This is an optimization exercise on Yosys and OpenROAD, whose aim is small area, a short achievable clock period and few clock cycles, not a production implementation.
Only the layout flow was run in this run; the RTL was not checked for function there.
Power figures rest on the tool's default switching activity, not on a simulated workload.

===== design/flow/flow/run.sh =====
#!/bin/bash
# Standard ORFS layout (the standard.sh) with two changes:
#  - ports are buffered with buf_1 instead of the flow's default choice;
#  - repair_timing aims for a setup slack margin of 6.6 ns.
set -euo pipefail
export BUFFER_PORTS_ARGS="-buffer_cell sky130_fd_sc_hd__buf_1"
export SETUP_SLACK_MARGIN=6.6
bash standard.sh > standard_make.log 2>&1

===== design/flow/standard.sh =====
#!/bin/bash
# synth_recipe.tcl (not shown) runs the flow's synth.tcl, then flattens the netlist and writes it again
# the make line also repeats each setting of config.mk as NAME=value (left out here)
make -C /OpenROAD-flow-scripts/flow DESIGN_CONFIG=/design/flow/config.mk WORK_HOME=/design/flow/orfs CLKGATE_MAP_FILE= SYNTH_SCRIPT=/design/flow/synth_recipe.tcl "${@:-finish}"

===== design/flow/config.mk =====
export PLATFORM = sky130hd
export DESIGN_NAME = booth_mul64
export DESIGN_NICKNAME = booth_mul64
export VERILOG_FILES = /design/flow/design.v
export SDC_FILE = /design/flow/constraint.sdc
export NUM_CORES = 4
export LEC_CHECK = 0
export CAP_MARGIN = 20
export CORE_MARGIN = 2
export CORE_UTILIZATION = 60
export SLEW_MARGIN = 20
export SYNTH_HIERARCHICAL = 1
export SYNTH_MINIMUM_KEEP_SIZE = 0

===== design/flow/constraint.sdc =====
create_clock -name core_clock -period 10.0 [get_ports {clk}]
set_input_delay 2.0000 -clock core_clock [delete_from_list [all_inputs] [get_ports {clk}]]
set_output_delay 2.0000 -clock core_clock [all_outputs]
set_load 0.01 [all_outputs]

===== design/flow/design.v =====
module booth_mul64(op_done, result, clk, reset_n, multiplier, multiplicand, op_start, op_clear);
  input clk, reset_n, op_start, op_clear;
  input [63:0] multiplier, multiplicand;
  output op_done;
  output [127:0] result;
  reg busy, fin, done;    
  reg [3:0] cnt;
  reg [63:0] M;           
  reg [64:0] acc;         
  reg [32:0] cv;          
  reg [65:0] Q;           
  assign op_done = done;
  assign result = {acc[61:0], Q};
  always @(posedge clk or negedge reset_n)
    if (!reset_n) begin
      busy <= 1'b0;
      fin <= 1'b0;
      done <= 1'b0;
    end else if (!op_start || op_clear) begin
      busy <= 1'b0;
      fin <= 1'b0;
      done <= 1'b0;
    end else if (busy) begin
      if (cnt == 4'd10) begin
        busy <= 1'b0;
        fin <= 1'b1;
      end
    end else if (fin) begin
      fin <= 1'b0;
      done <= 1'b1;
    end else if (!done) begin
      busy <= 1'b1;
    end
  always @(posedge clk)
    if (busy) cnt <= cnt + 1'b1;
    else cnt <= 4'd0;
  reg [2:0] one, two, ng, oneh, twoh, ngh;
  wire [6:0] bq = busy ? Q[11:5] : {multiplier[5:0], 1'b0};
  wire [6:0] bqh = (busy | fin) ? Q[11:5] : {multiplier[5:0], 1'b0};
  always @(posedge clk) begin
    one[0] <= bq[1] ^ bq[0];
    two[0] <= (bq[2] & ~bq[1] & ~bq[0]) | (~bq[2] & bq[1] & bq[0]);
    ng[0] <= bq[2];
    oneh[0] <= bqh[1] ^ bqh[0];
    twoh[0] <= (bqh[2] & ~bqh[1] & ~bqh[0]) | (~bqh[2] & bqh[1] & bqh[0]);
    ngh[0] <= bqh[2];
    one[1] <= bq[3] ^ bq[2];
    two[1] <= (bq[4] & ~bq[3] & ~bq[2]) | (~bq[4] & bq[3] & bq[2]);
    ng[1] <= bq[4];
    oneh[1] <= bqh[3] ^ bqh[2];
    twoh[1] <= (bqh[4] & ~bqh[3] & ~bqh[2]) | (~bqh[4] & bqh[3] & bqh[2]);
    ngh[1] <= bqh[4];
    one[2] <= bq[5] ^ bq[4];
    two[2] <= (bq[6] & ~bq[5] & ~bq[4]) | (~bq[6] & bq[5] & bq[4]);
    ng[2] <= bq[6];
    oneh[2] <= bqh[5] ^ bqh[4];
    twoh[2] <= (bqh[6] & ~bqh[5] & ~bqh[4]) | (~bqh[6] & bqh[5] & bqh[4]);
    ngh[2] <= bqh[6];
  end
  wire ngn = Q[7] & (cnt != 4'd10);
  reg first;
  wire [64:0] acct = first ? {64'd0, ng[0]} : acc;
  wire [64:0] ma = {M[63], M};
  wire [65:0] ma2 = {M[63], M, 1'b0};
  wire [64:0] p0 = {(({32{oneh[0]}} & ma[64:33]) | ({32{twoh[0]}} & ma2[64:33])) ^ {32{ngh[0]}},
                    (({33{one[0]}} & ma[32:0]) | ({33{two[0]}} & ma2[32:0])) ^ {33{ng[0]}}};
  wire [64:0] p1 = {(({32{oneh[1]}} & ma[64:33]) | ({32{twoh[1]}} & ma2[64:33])) ^ {32{ngh[1]}},
                    (({33{one[1]}} & ma[32:0]) | ({33{two[1]}} & ma2[32:0])) ^ {33{ng[1]}}};
  wire [64:0] p2 = {(({32{oneh[2]}} & ma[64:33]) | ({32{twoh[2]}} & ma2[64:33])) ^ {32{ngh[2]}},
                    (({33{one[2]}} & ma[32:0]) | ({33{two[2]}} & ma2[32:0])) ^ {33{ng[2]}}};
  wire t1, t2, t3, t4, t5, t6, t7, t8, t9, t10, t11, t12, t13, t14, t15, t16, t17, t18, t19, t20, t21, t22, t23, t24, t25, t26, t27, t28, t29, t30, t31, t32, t33, t34, t35, t36, t37, t38, t39, t40, t41, t42, t43, t44, t45, t46, t47, t48, t49, t50, t51, t52, t53, t54, t55, t56, t57, t58, t59, t60, t61, t62, t63, t64, t65, t66, t67, t68, t69, t70, t71, t72, t73, t74, t75, t76, t77, t78, t79, t80, t81, t82, t83, t84, t85, t86, t87, t88, t89, t90, t91, t92, t93, t94, t95, t96, t97, t98, t99, t100, t101, t102, t103, t104, t105, t106, t107, t108, t109, t110, t111, t112, t113, t114, t115, t116, t117, t118, t119, t120, t121, t122, t123, t124, t125, t126, t127, t128, t129, t130, t131, t132, t133, t134, t135, t136, t137, t138, t139, t140, t141, t142, t143, t144, t145, t146, t147, t148, t149, t150, t151, t152, t153, t154, t155, t156, t157, t158, t159, t160, t161, t162, t163, t164, t165, t166, t167, t168, t169, t170, t171, t172, t173, t174, t175, t176, t177, t178, t179, t180, t181, t182, t183, t184, t185, t186, t187, t188, t189, t190, t191, t192, t193, t194, t195, t196, t197, t198, t199, t200, t201, t202, t203, t204, t205, t206, t207, t208, t209, t210, t211, t212, t213, t214, t215, t216, t217, t218, t219, t220, t221, t222, t223, t224, t225, t226, t227, t228, t229, t230, t231, t232, t233, t234, t235, t236, t237, t238, t239, t240, t241, t242, t243, t244, t245, t246, t247, t248, t249, t250, t251, t252, t253, t254, t255, t256, t257, t258, t259, t260, t261, t262, t263, t264, t265, t266, t267, t268, t269, t270, t271, t272, t273, t274, t275, t276, t277, t278, t279, t280, t281, t282, t283, t284, t285, t286, t287, t288, t289, t290, t291, t292, t293, t294, t295, t296, t297, t298, t299, t300, t301, t302, t303, t304, t305, t306, t307, t308, t309, t310, t311, t312, t313, t314, t315, t316, t317, t318, t319, t320, t321, t322, t323, t324, t325, t326, t327, t328, t329, t330, t331, t332, t333, t334, t335, t336, t337, t338, t339, t340, t341, t342, t343, t344, t345, t346, t347, t348, t349, t350, t351, t352, t353, t354, t355, t356, t357, t358, t359, t360, t361, t362, t363, t364, t365, t366, t367, t368, t369, t370, t371, t372, t373, t374, t375, t376, t377, t378, t379, t380, t381, t382;
  bm_fa ut1 (.a(acct[2]), .b(ng[1]), .c(cv[1]), .s(t1), .co(t2));
  bm_ha ut3 (.a(acct[3]), .b(p0[3]), .s(t3), .co(t4));
  bm_fa ut5 (.a(acct[4]), .b(ng[2]), .c(cv[2]), .s(t5), .co(t6));
  bm_fa ut7 (.a(p0[4]), .b(p1[2]), .c(p2[0]), .s(t7), .co(t8));
  bm_fa ut9 (.a(acct[5]), .b(p0[5]), .c(p1[3]), .s(t9), .co(t10));
  bm_ha ut11 (.a(p2[1]), .b(t9), .s(t11), .co(t12));
  bm_fa ut13 (.a(acct[6]), .b(ngn), .c(p0[6]), .s(t13), .co(t14));
  bm_fa ut15 (.a(p1[4]), .b(p2[2]), .c(t13), .s(t15), .co(t16));
  bm_fa ut17 (.a(acct[7]), .b(p0[7]), .c(p1[5]), .s(t17), .co(t18));
  bm_ha ut19 (.a(p2[3]), .b(t17), .s(t19), .co(t20));
  bm_fa ut21 (.a(acct[8]), .b(p0[8]), .c(p1[6]), .s(t21), .co(t22));
  bm_ha ut23 (.a(p2[4]), .b(t21), .s(t23), .co(t24));
  bm_fa ut25 (.a(acct[9]), .b(p0[9]), .c(p1[7]), .s(t25), .co(t26));
  bm_ha ut27 (.a(p2[5]), .b(t25), .s(t27), .co(t28));
  bm_fa ut29 (.a(acct[10]), .b(p0[10]), .c(p1[8]), .s(t29), .co(t30));
  bm_ha ut31 (.a(p2[6]), .b(t29), .s(t31), .co(t32));
  bm_fa ut33 (.a(acct[11]), .b(p0[11]), .c(p1[9]), .s(t33), .co(t34));
  bm_ha ut35 (.a(p2[7]), .b(t33), .s(t35), .co(t36));
  bm_fa ut37 (.a(acct[12]), .b(p0[12]), .c(p1[10]), .s(t37), .co(t38));
  bm_ha ut39 (.a(p2[8]), .b(t37), .s(t39), .co(t40));
  bm_fa ut41 (.a(acct[13]), .b(p0[13]), .c(p1[11]), .s(t41), .co(t42));
  bm_ha ut43 (.a(p2[9]), .b(t41), .s(t43), .co(t44));
  bm_fa ut45 (.a(acct[14]), .b(p0[14]), .c(p1[12]), .s(t45), .co(t46));
  bm_ha ut47 (.a(p2[10]), .b(t45), .s(t47), .co(t48));
  bm_fa ut49 (.a(acct[15]), .b(p0[15]), .c(p1[13]), .s(t49), .co(t50));
  bm_ha ut51 (.a(p2[11]), .b(t49), .s(t51), .co(t52));
  bm_fa ut53 (.a(acct[16]), .b(p0[16]), .c(p1[14]), .s(t53), .co(t54));
  bm_ha ut55 (.a(p2[12]), .b(t53), .s(t55), .co(t56));
  bm_fa ut57 (.a(acct[17]), .b(p0[17]), .c(p1[15]), .s(t57), .co(t58));
  bm_ha ut59 (.a(p2[13]), .b(t57), .s(t59), .co(t60));
  bm_fa ut61 (.a(acct[18]), .b(p0[18]), .c(p1[16]), .s(t61), .co(t62));
  bm_ha ut63 (.a(p2[14]), .b(t61), .s(t63), .co(t64));
  bm_fa ut65 (.a(acct[19]), .b(p0[19]), .c(p1[17]), .s(t65), .co(t66));
  bm_ha ut67 (.a(p2[15]), .b(t65), .s(t67), .co(t68));
  bm_fa ut69 (.a(acct[20]), .b(p0[20]), .c(p1[18]), .s(t69), .co(t70));
  bm_ha ut71 (.a(p2[16]), .b(t69), .s(t71), .co(t72));
  bm_fa ut73 (.a(acct[21]), .b(p0[21]), .c(p1[19]), .s(t73), .co(t74));
  bm_ha ut75 (.a(p2[17]), .b(t73), .s(t75), .co(t76));
  bm_fa ut77 (.a(acct[22]), .b(p0[22]), .c(p1[20]), .s(t77), .co(t78));
  bm_ha ut79 (.a(p2[18]), .b(t77), .s(t79), .co(t80));
  bm_fa ut81 (.a(acct[23]), .b(p0[23]), .c(p1[21]), .s(t81), .co(t82));
  bm_ha ut83 (.a(p2[19]), .b(t81), .s(t83), .co(t84));
  bm_fa ut85 (.a(acct[24]), .b(p0[24]), .c(p1[22]), .s(t85), .co(t86));
  bm_ha ut87 (.a(p2[20]), .b(t85), .s(t87), .co(t88));
  bm_fa ut89 (.a(acct[25]), .b(p0[25]), .c(p1[23]), .s(t89), .co(t90));
  bm_ha ut91 (.a(p2[21]), .b(t89), .s(t91), .co(t92));
  bm_fa ut93 (.a(acct[26]), .b(p0[26]), .c(p1[24]), .s(t93), .co(t94));
  bm_ha ut95 (.a(p2[22]), .b(t93), .s(t95), .co(t96));
  bm_fa ut97 (.a(acct[27]), .b(p0[27]), .c(p1[25]), .s(t97), .co(t98));
  bm_ha ut99 (.a(p2[23]), .b(t97), .s(t99), .co(t100));
  bm_fa ut101 (.a(acct[28]), .b(p0[28]), .c(p1[26]), .s(t101), .co(t102));
  bm_ha ut103 (.a(p2[24]), .b(t101), .s(t103), .co(t104));
  bm_fa ut105 (.a(acct[29]), .b(p0[29]), .c(p1[27]), .s(t105), .co(t106));
  bm_ha ut107 (.a(p2[25]), .b(t105), .s(t107), .co(t108));
  bm_fa ut109 (.a(acct[30]), .b(p0[30]), .c(p1[28]), .s(t109), .co(t110));
  bm_ha ut111 (.a(p2[26]), .b(t109), .s(t111), .co(t112));
  bm_fa ut113 (.a(acct[31]), .b(p0[31]), .c(p1[29]), .s(t113), .co(t114));
  bm_ha ut115 (.a(p2[27]), .b(t113), .s(t115), .co(t116));
  bm_fa ut117 (.a(acct[32]), .b(p0[32]), .c(p1[30]), .s(t117), .co(t118));
  bm_ha ut119 (.a(p2[28]), .b(t117), .s(t119), .co(t120));
  bm_fa ut121 (.a(acct[33]), .b(p0[33]), .c(p1[31]), .s(t121), .co(t122));
  bm_ha ut123 (.a(p2[29]), .b(t121), .s(t123), .co(t124));
  bm_fa ut125 (.a(acct[34]), .b(p0[34]), .c(p1[32]), .s(t125), .co(t126));
  bm_ha ut127 (.a(p2[30]), .b(t125), .s(t127), .co(t128));
  bm_fa ut129 (.a(acct[35]), .b(p0[35]), .c(p1[33]), .s(t129), .co(t130));
  bm_ha ut131 (.a(p2[31]), .b(t129), .s(t131), .co(t132));
  bm_fa ut133 (.a(acct[36]), .b(p0[36]), .c(p1[34]), .s(t133), .co(t134));
  bm_ha ut135 (.a(p2[32]), .b(t133), .s(t135), .co(t136));
  bm_fa ut137 (.a(acct[37]), .b(p0[37]), .c(p1[35]), .s(t137), .co(t138));
  bm_ha ut139 (.a(p2[33]), .b(t137), .s(t139), .co(t140));
  bm_fa ut141 (.a(acct[38]), .b(p0[38]), .c(p1[36]), .s(t141), .co(t142));
  bm_ha ut143 (.a(p2[34]), .b(t141), .s(t143), .co(t144));
  bm_fa ut145 (.a(acct[39]), .b(p0[39]), .c(p1[37]), .s(t145), .co(t146));
  bm_ha ut147 (.a(p2[35]), .b(t145), .s(t147), .co(t148));
  bm_fa ut149 (.a(acct[40]), .b(p0[40]), .c(p1[38]), .s(t149), .co(t150));
  bm_ha ut151 (.a(p2[36]), .b(t149), .s(t151), .co(t152));
  bm_fa ut153 (.a(acct[41]), .b(p0[41]), .c(p1[39]), .s(t153), .co(t154));
  bm_ha ut155 (.a(p2[37]), .b(t153), .s(t155), .co(t156));
  bm_fa ut157 (.a(acct[42]), .b(p0[42]), .c(p1[40]), .s(t157), .co(t158));
  bm_ha ut159 (.a(p2[38]), .b(t157), .s(t159), .co(t160));
  bm_fa ut161 (.a(acct[43]), .b(p0[43]), .c(p1[41]), .s(t161), .co(t162));
  bm_ha ut163 (.a(p2[39]), .b(t161), .s(t163), .co(t164));
  bm_fa ut165 (.a(acct[44]), .b(p0[44]), .c(p1[42]), .s(t165), .co(t166));
  bm_ha ut167 (.a(p2[40]), .b(t165), .s(t167), .co(t168));
  bm_fa ut169 (.a(acct[45]), .b(p0[45]), .c(p1[43]), .s(t169), .co(t170));
  bm_ha ut171 (.a(p2[41]), .b(t169), .s(t171), .co(t172));
  bm_fa ut173 (.a(acct[46]), .b(p0[46]), .c(p1[44]), .s(t173), .co(t174));
  bm_ha ut175 (.a(p2[42]), .b(t173), .s(t175), .co(t176));
  bm_fa ut177 (.a(acct[47]), .b(p0[47]), .c(p1[45]), .s(t177), .co(t178));
  bm_ha ut179 (.a(p2[43]), .b(t177), .s(t179), .co(t180));
  bm_fa ut181 (.a(acct[48]), .b(p0[48]), .c(p1[46]), .s(t181), .co(t182));
  bm_ha ut183 (.a(p2[44]), .b(t181), .s(t183), .co(t184));
  bm_fa ut185 (.a(acct[49]), .b(p0[49]), .c(p1[47]), .s(t185), .co(t186));
  bm_ha ut187 (.a(p2[45]), .b(t185), .s(t187), .co(t188));
  bm_fa ut189 (.a(acct[50]), .b(p0[50]), .c(p1[48]), .s(t189), .co(t190));
  bm_ha ut191 (.a(p2[46]), .b(t189), .s(t191), .co(t192));
  bm_fa ut193 (.a(acct[51]), .b(p0[51]), .c(p1[49]), .s(t193), .co(t194));
  bm_ha ut195 (.a(p2[47]), .b(t193), .s(t195), .co(t196));
  bm_fa ut197 (.a(acct[52]), .b(p0[52]), .c(p1[50]), .s(t197), .co(t198));
  bm_ha ut199 (.a(p2[48]), .b(t197), .s(t199), .co(t200));
  bm_fa ut201 (.a(acct[53]), .b(p0[53]), .c(p1[51]), .s(t201), .co(t202));
  bm_ha ut203 (.a(p2[49]), .b(t201), .s(t203), .co(t204));
  bm_fa ut205 (.a(acct[54]), .b(p0[54]), .c(p1[52]), .s(t205), .co(t206));
  bm_ha ut207 (.a(p2[50]), .b(t205), .s(t207), .co(t208));
  bm_fa ut209 (.a(acct[55]), .b(p0[55]), .c(p1[53]), .s(t209), .co(t210));
  bm_ha ut211 (.a(p2[51]), .b(t209), .s(t211), .co(t212));
  bm_fa ut213 (.a(acct[56]), .b(p0[56]), .c(p1[54]), .s(t213), .co(t214));
  bm_ha ut215 (.a(p2[52]), .b(t213), .s(t215), .co(t216));
  bm_fa ut217 (.a(acct[57]), .b(p0[57]), .c(p1[55]), .s(t217), .co(t218));
  bm_ha ut219 (.a(p2[53]), .b(t217), .s(t219), .co(t220));
  bm_fa ut221 (.a(acct[58]), .b(p0[58]), .c(p1[56]), .s(t221), .co(t222));
  bm_ha ut223 (.a(p2[54]), .b(t221), .s(t223), .co(t224));
  bm_fa ut225 (.a(acct[59]), .b(p0[59]), .c(p1[57]), .s(t225), .co(t226));
  bm_ha ut227 (.a(p2[55]), .b(t225), .s(t227), .co(t228));
  bm_fa ut229 (.a(acct[60]), .b(p0[60]), .c(p1[58]), .s(t229), .co(t230));
  bm_ha ut231 (.a(p2[56]), .b(t229), .s(t231), .co(t232));
  bm_fa ut233 (.a(acct[61]), .b(p0[61]), .c(p1[59]), .s(t233), .co(t234));
  bm_ha ut235 (.a(p2[57]), .b(t233), .s(t235), .co(t236));
  bm_fa ut237 (.a(acct[62]), .b(p0[62]), .c(p1[60]), .s(t237), .co(t238));
  bm_ha ut239 (.a(p2[58]), .b(t237), .s(t239), .co(t240));
  bm_fa ut241 (.a(acct[63]), .b(p0[63]), .c(p1[61]), .s(t241), .co(t242));
  bm_ha ut243 (.a(p2[59]), .b(t241), .s(t243), .co(t244));
  bm_fa ut245 (.a(~acct[64]), .b(~p0[64]), .c(p1[62]), .s(t245), .co(t246));
  bm_ha ut247 (.a(p2[60]), .b(t245), .s(t247), .co(t248));
  bm_fa ut249 (.a(1'b1), .b(p1[63]), .c(p2[61]), .s(t249), .co(t250));
  bm_ha ut251 (.a(t1), .b(p0[2]), .s(t251), .co(t252));
  bm_fa ut253 (.a(t2), .b(p1[1]), .c(t3), .s(t253), .co(t254));
  bm_fa ut255 (.a(t5), .b(t4), .c(t7), .s(t255), .co(t256));
  bm_fa ut257 (.a(t6), .b(t8), .c(t11), .s(t257), .co(t258));
  bm_fa ut259 (.a(t10), .b(t12), .c(t15), .s(t259), .co(t260));
  bm_fa ut261 (.a(t14), .b(t19), .c(t16), .s(t261), .co(t262));
  bm_fa ut263 (.a(t18), .b(t20), .c(t23), .s(t263), .co(t264));
  bm_fa ut265 (.a(t22), .b(t24), .c(t27), .s(t265), .co(t266));
  bm_fa ut267 (.a(t26), .b(t28), .c(t31), .s(t267), .co(t268));
  bm_fa ut269 (.a(t30), .b(t32), .c(t35), .s(t269), .co(t270));
  bm_fa ut271 (.a(t34), .b(t36), .c(t39), .s(t271), .co(t272));
  bm_fa ut273 (.a(t38), .b(t40), .c(t43), .s(t273), .co(t274));
  bm_fa ut275 (.a(t42), .b(t44), .c(t47), .s(t275), .co(t276));
  bm_fa ut277 (.a(t46), .b(t48), .c(t51), .s(t277), .co(t278));
  bm_fa ut279 (.a(t50), .b(t52), .c(t55), .s(t279), .co(t280));
  bm_fa ut281 (.a(t54), .b(t56), .c(t59), .s(t281), .co(t282));
  bm_fa ut283 (.a(t58), .b(t60), .c(t63), .s(t283), .co(t284));
  bm_fa ut285 (.a(t62), .b(t64), .c(t67), .s(t285), .co(t286));
  bm_fa ut287 (.a(t66), .b(t68), .c(t71), .s(t287), .co(t288));
  bm_fa ut289 (.a(t70), .b(t72), .c(t75), .s(t289), .co(t290));
  bm_fa ut291 (.a(t74), .b(t76), .c(t79), .s(t291), .co(t292));
  bm_fa ut293 (.a(t78), .b(t80), .c(t83), .s(t293), .co(t294));
  bm_fa ut295 (.a(t82), .b(t84), .c(t87), .s(t295), .co(t296));
  bm_fa ut297 (.a(t86), .b(t88), .c(t91), .s(t297), .co(t298));
  bm_fa ut299 (.a(t90), .b(t92), .c(t95), .s(t299), .co(t300));
  bm_fa ut301 (.a(t94), .b(t96), .c(t99), .s(t301), .co(t302));
  bm_fa ut303 (.a(t98), .b(t100), .c(t103), .s(t303), .co(t304));
  bm_fa ut305 (.a(t102), .b(t104), .c(t107), .s(t305), .co(t306));
  bm_fa ut307 (.a(t106), .b(t108), .c(t111), .s(t307), .co(t308));
  bm_fa ut309 (.a(t110), .b(t112), .c(t115), .s(t309), .co(t310));
  bm_fa ut311 (.a(t114), .b(t116), .c(t119), .s(t311), .co(t312));
  bm_fa ut313 (.a(t118), .b(t120), .c(t123), .s(t313), .co(t314));
  bm_fa ut315 (.a(t122), .b(t124), .c(t127), .s(t315), .co(t316));
  bm_fa ut317 (.a(t126), .b(t128), .c(t131), .s(t317), .co(t318));
  bm_fa ut319 (.a(t130), .b(t132), .c(t135), .s(t319), .co(t320));
  bm_fa ut321 (.a(t134), .b(t136), .c(t139), .s(t321), .co(t322));
  bm_fa ut323 (.a(t138), .b(t140), .c(t143), .s(t323), .co(t324));
  bm_fa ut325 (.a(t142), .b(t144), .c(t147), .s(t325), .co(t326));
  bm_fa ut327 (.a(t146), .b(t148), .c(t151), .s(t327), .co(t328));
  bm_fa ut329 (.a(t150), .b(t152), .c(t155), .s(t329), .co(t330));
  bm_fa ut331 (.a(t154), .b(t156), .c(t159), .s(t331), .co(t332));
  bm_fa ut333 (.a(t158), .b(t160), .c(t163), .s(t333), .co(t334));
  bm_fa ut335 (.a(t162), .b(t164), .c(t167), .s(t335), .co(t336));
  bm_fa ut337 (.a(t166), .b(t168), .c(t171), .s(t337), .co(t338));
  bm_fa ut339 (.a(t170), .b(t172), .c(t175), .s(t339), .co(t340));
  bm_fa ut341 (.a(t174), .b(t176), .c(t179), .s(t341), .co(t342));
  bm_fa ut343 (.a(t178), .b(t180), .c(t183), .s(t343), .co(t344));
  bm_fa ut345 (.a(t182), .b(t184), .c(t187), .s(t345), .co(t346));
  bm_fa ut347 (.a(t186), .b(t188), .c(t191), .s(t347), .co(t348));
  bm_fa ut349 (.a(t190), .b(t192), .c(t195), .s(t349), .co(t350));
  bm_fa ut351 (.a(t194), .b(t196), .c(t199), .s(t351), .co(t352));
  bm_fa ut353 (.a(t198), .b(t200), .c(t203), .s(t353), .co(t354));
  bm_fa ut355 (.a(t202), .b(t204), .c(t207), .s(t355), .co(t356));
  bm_fa ut357 (.a(t206), .b(t208), .c(t211), .s(t357), .co(t358));
  bm_fa ut359 (.a(t210), .b(t212), .c(t215), .s(t359), .co(t360));
  bm_fa ut361 (.a(t214), .b(t216), .c(t219), .s(t361), .co(t362));
  bm_fa ut363 (.a(t218), .b(t220), .c(t223), .s(t363), .co(t364));
  bm_fa ut365 (.a(t222), .b(t224), .c(t227), .s(t365), .co(t366));
  bm_fa ut367 (.a(t226), .b(t228), .c(t231), .s(t367), .co(t368));
  bm_fa ut369 (.a(t230), .b(t232), .c(t235), .s(t369), .co(t370));
  bm_fa ut371 (.a(t234), .b(t236), .c(t239), .s(t371), .co(t372));
  bm_fa ut373 (.a(t238), .b(t240), .c(t243), .s(t373), .co(t374));
  bm_fa ut375 (.a(t242), .b(t244), .c(t247), .s(t375), .co(t376));
  bm_fa ut377 (.a(t246), .b(t249), .c(t248), .s(t377), .co(t378));
  bm_fa ut379 (.a(~p1[64]), .b(p2[62]), .c(t250), .s(t379), .co(t380));
  bm_ha ut381 (.a(1'b1), .b(p2[63]), .s(t381), .co(t382));
  wire [70:0] r0 = {1'b1, 1'b1, ~p2[64], t381, t379, t377, t375, t373, t371, t369, t367, t365, t363, t361, t359, t357, t355, t353, t351, t349, t347, t345, t343, t341, t339, t337, t335, t333, t331, t329, t327, t325, t323, t321, t319, t317, t315, t313, t311, t309, t307, t305, t303, t301, t299, t297, t295, t293, t291, t289, t287, t285, t283, t281, t279, t277, t275, t273, t271, t269, t267, t265, t263, t261, t259, t257, t255, t253, p1[0], acct[1], acct[0]};
  wire [70:0] r1 = {1'b0, 1'b0, t382, t380, t378, t376, t374, t372, t370, t368, t366, t364, t362, t360, t358, t356, t354, t352, t350, t348, t346, t344, t342, t340, t338, t336, t334, t332, t330, t328, t326, t324, t322, t320, t318, t316, t314, t312, t310, t308, t306, t304, t302, t300, t298, t296, t294, t292, t290, t288, t286, t284, t282, t280, t278, t276, t274, t272, t270, t268, t266, t264, t262, t260, t258, t256, t254, t252, t251, p0[1], p0[0]};
  wire [70:0] x;
  wire [33:0] co;
  assign {co[0], x[5:0]} = r0[5:0] + r1[5:0] + cv[0];
  assign {co[1], x[7:6]} = r0[7:6] + r1[7:6] + cv[3];
  assign {co[2], x[9:8]} = r0[9:8] + r1[9:8] + cv[4];
  assign {co[3], x[11:10]} = r0[11:10] + r1[11:10] + cv[5];
  assign {co[4], x[13:12]} = r0[13:12] + r1[13:12] + cv[6];
  assign {co[5], x[15:14]} = r0[15:14] + r1[15:14] + cv[7];
  assign {co[6], x[17:16]} = r0[17:16] + r1[17:16] + cv[8];
  assign {co[7], x[19:18]} = r0[19:18] + r1[19:18] + cv[9];
  assign {co[8], x[21:20]} = r0[21:20] + r1[21:20] + cv[10];
  assign {co[9], x[23:22]} = r0[23:22] + r1[23:22] + cv[11];
  assign {co[10], x[25:24]} = r0[25:24] + r1[25:24] + cv[12];
  assign {co[11], x[27:26]} = r0[27:26] + r1[27:26] + cv[13];
  assign {co[12], x[29:28]} = r0[29:28] + r1[29:28] + cv[14];
  assign {co[13], x[31:30]} = r0[31:30] + r1[31:30] + cv[15];
  assign {co[14], x[33:32]} = r0[33:32] + r1[33:32] + cv[16];
  assign {co[15], x[35:34]} = r0[35:34] + r1[35:34] + cv[17];
  assign {co[16], x[37:36]} = r0[37:36] + r1[37:36] + cv[18];
  assign {co[17], x[39:38]} = r0[39:38] + r1[39:38] + cv[19];
  assign {co[18], x[41:40]} = r0[41:40] + r1[41:40] + cv[20];
  assign {co[19], x[43:42]} = r0[43:42] + r1[43:42] + cv[21];
  assign {co[20], x[45:44]} = r0[45:44] + r1[45:44] + cv[22];
  assign {co[21], x[47:46]} = r0[47:46] + r1[47:46] + cv[23];
  assign {co[22], x[49:48]} = r0[49:48] + r1[49:48] + cv[24];
  assign {co[23], x[51:50]} = r0[51:50] + r1[51:50] + cv[25];
  assign {co[24], x[53:52]} = r0[53:52] + r1[53:52] + cv[26];
  assign {co[25], x[55:54]} = r0[55:54] + r1[55:54] + cv[27];
  assign {co[26], x[57:56]} = r0[57:56] + r1[57:56] + cv[28];
  assign {co[27], x[59:58]} = r0[59:58] + r1[59:58] + cv[29];
  assign {co[28], x[61:60]} = r0[61:60] + r1[61:60] + cv[30];
  assign {co[29], x[63:62]} = r0[63:62] + r1[63:62] + cv[31];
  assign {co[30], x[65:64]} = r0[65:64] + r1[65:64] + cv[32];
  assign {co[31], x[67:66]} = r0[67:66] + r1[67:66] + 1'b0;
  assign {co[32], x[69:68]} = r0[69:68] + r1[69:68] + 1'b0;
  assign {co[33], x[70:70]} = r0[70:70] + r1[70:70] + 1'b0;
  wire [64:0] cvec = {cv[32], 1'b0, cv[31], 1'b0, cv[30], 1'b0, cv[29], 1'b0, cv[28], 1'b0, cv[27], 1'b0, cv[26], 1'b0, cv[25], 1'b0, cv[24], 1'b0, cv[23], 1'b0, cv[22], 1'b0, cv[21], 1'b0, cv[20], 1'b0, cv[19], 1'b0, cv[18], 1'b0, cv[17], 1'b0, cv[16], 1'b0, cv[15], 1'b0, cv[14], 1'b0, cv[13], 1'b0, cv[12], 1'b0, cv[11], 1'b0, cv[10], 1'b0, cv[9], 1'b0, cv[8], 1'b0, cv[7], 1'b0, cv[6], 1'b0, cv[5], 1'b0, cv[4], 1'b0, cv[3], 1'b0, cv[2], 1'b0, cv[1], 1'b0, cv[0]};
  always @(posedge clk)
    cv <= busy ? co[32:0] : 33'd0;
  always @(posedge clk)
    first <= !busy && !fin && !done;
  always @(posedge clk) begin
    M <= multiplicand;
    if (busy) begin
      acc <= x[70:6];
      Q <= {x[5:0], Q[65:6]};
    end else if (fin) begin
      acc <= acc + cvec;
    end else if (!done) begin
      Q <= {{2{multiplier[63]}}, multiplier};
    end
  end
endmodule
module bm_fa(a, b, c, s, co);
  input a, b, c;
  output s, co;
  assign s = a ^ b ^ c;
  assign co = (a & b) | (c & (a ^ b));
endmodule
module bm_ha(a, b, s, co);
  input a, b;
  output s, co;
  assign s = a ^ b;
  assign co = a & b;
endmodule

==> notes.md <==
cells by family after synthesis:
logic type / synth area share, %
fa+ha+maj: 25.17
flops: 31.31
buf+inv: 7.356
compound gates: 12.97
mux: 4.584
other cells: 0.01834
xor+xnor: 11.27
simple gates: 7.326
per-module statistics from Yosys (local to each module, per instance):
module / cells / flops+latches
bm_ha: 1 / 0
booth_mul64: 1732 / 254
bm_fa: 1 / 0
tightest hold or removal path, cell delays in order (launching register included):
cell	delay, ps
dfxtp_2	330
buf_4	110
nor2_1	40
cell usage after synthesis (4+ instances only):
cell type	n	area (um2)
o21bai_1	10	75.07
buf_4	62	465.5
nor2b_1	66	412.9
a21oi_1	59	295.3
nor2_1	97	364.1
and2_1	8	50.05
or3_1	4	25.02
o21ai_0	38	190.2
ha_1	104	1301
mux2_2	61	686.9
fa_1	192	3844
xnor2_1	236	2067
nand2_1	57	214.0
o21ai_1	6	30.03
inv_1	169	634.4
a21oi_2	4	35.03
o21a_1	4	30.03
a31oi_1	31	193.9
nand4_1	15	93.84
buf_1	16	60.06
edfxtp_1	130	3904
dfxtp_1	121	2422
o31ai_1	5	37.54
a22oi_1	190	1426
a21o_1	6	45.04
nor3_1	11	55.05
clkbuf_1	88	330.3
nand2b_1	8	50.05
mux2i_1	25	250.2
nor4_1	5	31.28
nand3_1	12	60.06
xor2_1	27	236.5
a31o_2	5	43.79
cells in the final DEF (no fill, tap or decap), types with 65 or more instances in the layout:
cell type	n
a22oi_1	126
ha_1	74
fa_1	169
inv_1	167
nor2_1	96
xnor2_1	212
buf_1	260
nor2b_1	65
dfxtp_1	102
edfxtp_1	130
worst paths after layout:
kind / slack, ps / endpoint / startpoint / cells past startpoint
min in group asynchronous: 1220 / done$_DFFE_PN0P_ / reset_n / 1
max in group asynchronous: 8590 / busy$_DFF_PN0_ / reset_n / 1
max reg2reg: 6460 / acc[53]$_DFFE_PN_ / oneh[1]$_DFF_P_ / 11
min: 510 / cnt[0]$_SDFF_PN0_ / cnt[0]$_SDFF_PN0_ / 2
min reg2reg: 510 / cnt[0]$_SDFF_PN0_ / cnt[0]$_SDFF_PN0_ / 2
max: 6460 / acc[53]$_DFFE_PN_ / oneh[1]$_DFF_P_ / 11
sequential cells by signal (all words and copies together), names as in the netlist:
register	count
M	64
Q	66
acc	65
busy	1
cnt	4
cv	33
done	1
fin	1
first	1
ng	3
ngh	3
one	3
oneh	3
two	3
twoh	3
per-layer routing:
metal	wire [um]	global-route usage [%]	part of all wire [%]	up-vias
li1	-	-	-	6977
met1	25140	46.83	43	7791
met2	27280	51.53	46	671
met3	4723	5.699	8.0	118
met4	1613	8.654	2.7	2
met5	10	0	0.017	-
power breakdown:
part | internal [W] | switching, W
Combinational | 0.00172 | 0.00204
Sequential | 0.00136 | 0.000257
Clock | 0.000679 | 0.000470
Total | 0.00375 | 0.00277
metrics by stage:
step	hold WS (ps)	area [um2]	total power, W
after floorplan	429.7	20500	0.004085
after global placement	443.1	21290	0.004874
after detailed placement	465.4	21290	0.004936
after CTS	506.3	23480	0.006312
after global routing	528.6	24370	0.007084
final	512.3	24370	0.006521
area by class of cell:
class	instances	area share [%]
multi-input combinational	1332	55.75
tap	448	2.300
antenna	3	0.03080
sequential	254	26.51
inverter	170	2.628
clock buffer	42	3.696
clock inverter	14	0.5236
timing repair buffer	339	8.563
timing repair:
item / in CTS / in global routing
resized for setup: 154 / 106
pin swaps: 90 / 100
hold buffers: 0 / 0
gates cloned: 8 / 3
setup endpoints to repair: 95 / 44
buffers inserted: 26 / 23
==> flow_metrics.py <==
metrics = {
    "setup_path": {
        "critPathTopFamily": "adder cells",
        "worstPathCellList": "buf_12 -> buf_16 -> a22oi_2 -> xnor2_1 -> fa_1 -> ha_1 -> fa_1 -> inv_1 -> fa_1 -> fa_1 -> o21ai_1",
        "worstSetupPathType": "reg -> reg",
        "crit_buf_inv": 3,
        "slowest_delay_ps": 490,
        "crit_path_end_kind": "flop",
        "start_kind": "flop",
        "cpMostUsedCell": "fa_1",
        "required_ps": 10310,
        "crit_arrival_ps": 3850,
        "crit_fanout": 8,
        "critPathSlowestCell": "fa_1",
    },
    "synth": {
        "ys.flop_type": "edfxtp_1",
        "ys_seq_area_share_pct": 31.31,
        "ys_types": 67,
        "ys_ff_latch": 254,
        "async_flop_share_pct": 1.181,
        "yosys_warnings": 7,
        "syn_avg_cell_area_um2": 10.63,
        "synth-edff-count": 130,
        "syn-instance-count": 1923,
        "synthesis.area_mm2": 0.02044,
    },
    "global_route": {
        "grt_pass1_wl_um": 90880,
        "antenna_found_initial": 4,
        "grt_max_degree": 87,
        "grt_usage_pct": 32.64,
        "grt_pass1_vias": 15980,
        "grt-ovfl-total": 0,
    },
    "finish": {
        "register_area_mm2": 0.006461,
        "nets": 2555,
        "drive_above_1_share_pct": 18.32,
        "final_util_pct": 72.68,
        "fin_cells": 2602,
        "fillCellCount": 2447,
        "multi_input_area_mm2": 0.01359,
        "syn_to_final_growth_pct": 19.21,
    },
    "power_and_ir_drop": {
        "p_leak_nw": 9.199,
        "peakVddDrop_v": 0.0001715,
        "power_density_mw_per_mm2": 267.6,
    },
    "sta": {
        "rsz0062_at_grt": "true",
        "hold_viol_final": 0,
        "period_share_pct": 35.42,
        "finalMaxSlewViolations": 0,
        "setup_tns_ps": 0,
        "setup_viol": 0,
        "fin_skew_ps": 12.27,
        "min_period_ps": 3542,
        "finalWorstSetupSlack_ps": 6458,
        "slew-limit-headroom_pct": 30.28,
        "tightest_slew_ps": 1046,
        "clock.fmax_mhz": 282.3,
    },
    "floorplan": {
        "start_util_pct": 60.97,
        "die_h_um": 188.6,
        "die_w_um": 188.6,
        "core.rowCount": 67,
        "dieArea_mm2": 0.03557,
        "io_pins": 261,
        "coreArea_mm2": 0.03353,
    },
    "detailed_routing": {
        "viasPerCell": 5.980,
        "via_count": 15560,
        "wl_um": 58770,
        "ant_nets": 0,
        "drc": 0,
        "first_pass_iters": 5,
        "drt_iter0_markers": 1066,
        "wire_per_inst_um": 22.59,
    },
    "status": {
        "outcome": "finished clean",
    },
    "min_path": {
        "hp-class": "reg -> reg",
    },
    "cts": {
        "root_buffer": "clkbuf_16",
        "ctsLongestPathBuffers": 3,
        "clk_latency_ps": 580,
        "clock_sinks": 254,
        "cts_max_level": 1,
        "cts_tree": "yes",
        "cts_buffers": 30,
        "cts.clk_slew.worst_paths_ps": 70,
    },
    "flow_run": {
        "drv_cap": 0,
    },
    "placed_design": {
        "dp.final_hpwl_um": 38450,
        "globalplace.congestion": 0.9202,
        "dp_slack_ps": 5945,
        "portBuffers": 260,
        "dp.cells": 2483,
    },
}

## afterwards: timing with drivers on the ports
The flow's constraints put no driver on any port. The routed layout listed below was extracted and timed again, unchanged, in two steps.
Step 1 sets driving cells, clkbuf_16 on the clock port and buf_2 on the other inputs (assumed; they add their load-dependent delay and slew).
Step 2 times the ports against the registers' clock, not the clock port: input delays grow and output delays shrink by t, the midpoint of the rising clock arrivals with the driver on.
Slacks: ideal / step 1 / step 2; pairs: ideal / step 1.
shift t [ns]: 0.633
slack for setup (ns): 6.458 / 6.458 / 6.458
slew at the worst register clock pin (ns): 0.07 / 0.07
pins driven straight from the clock port: 1
After both steps this run still meets setup and hold. The setup slack of this run moves by 0.000 ns with the drivers and by 0.000 ns with both steps.
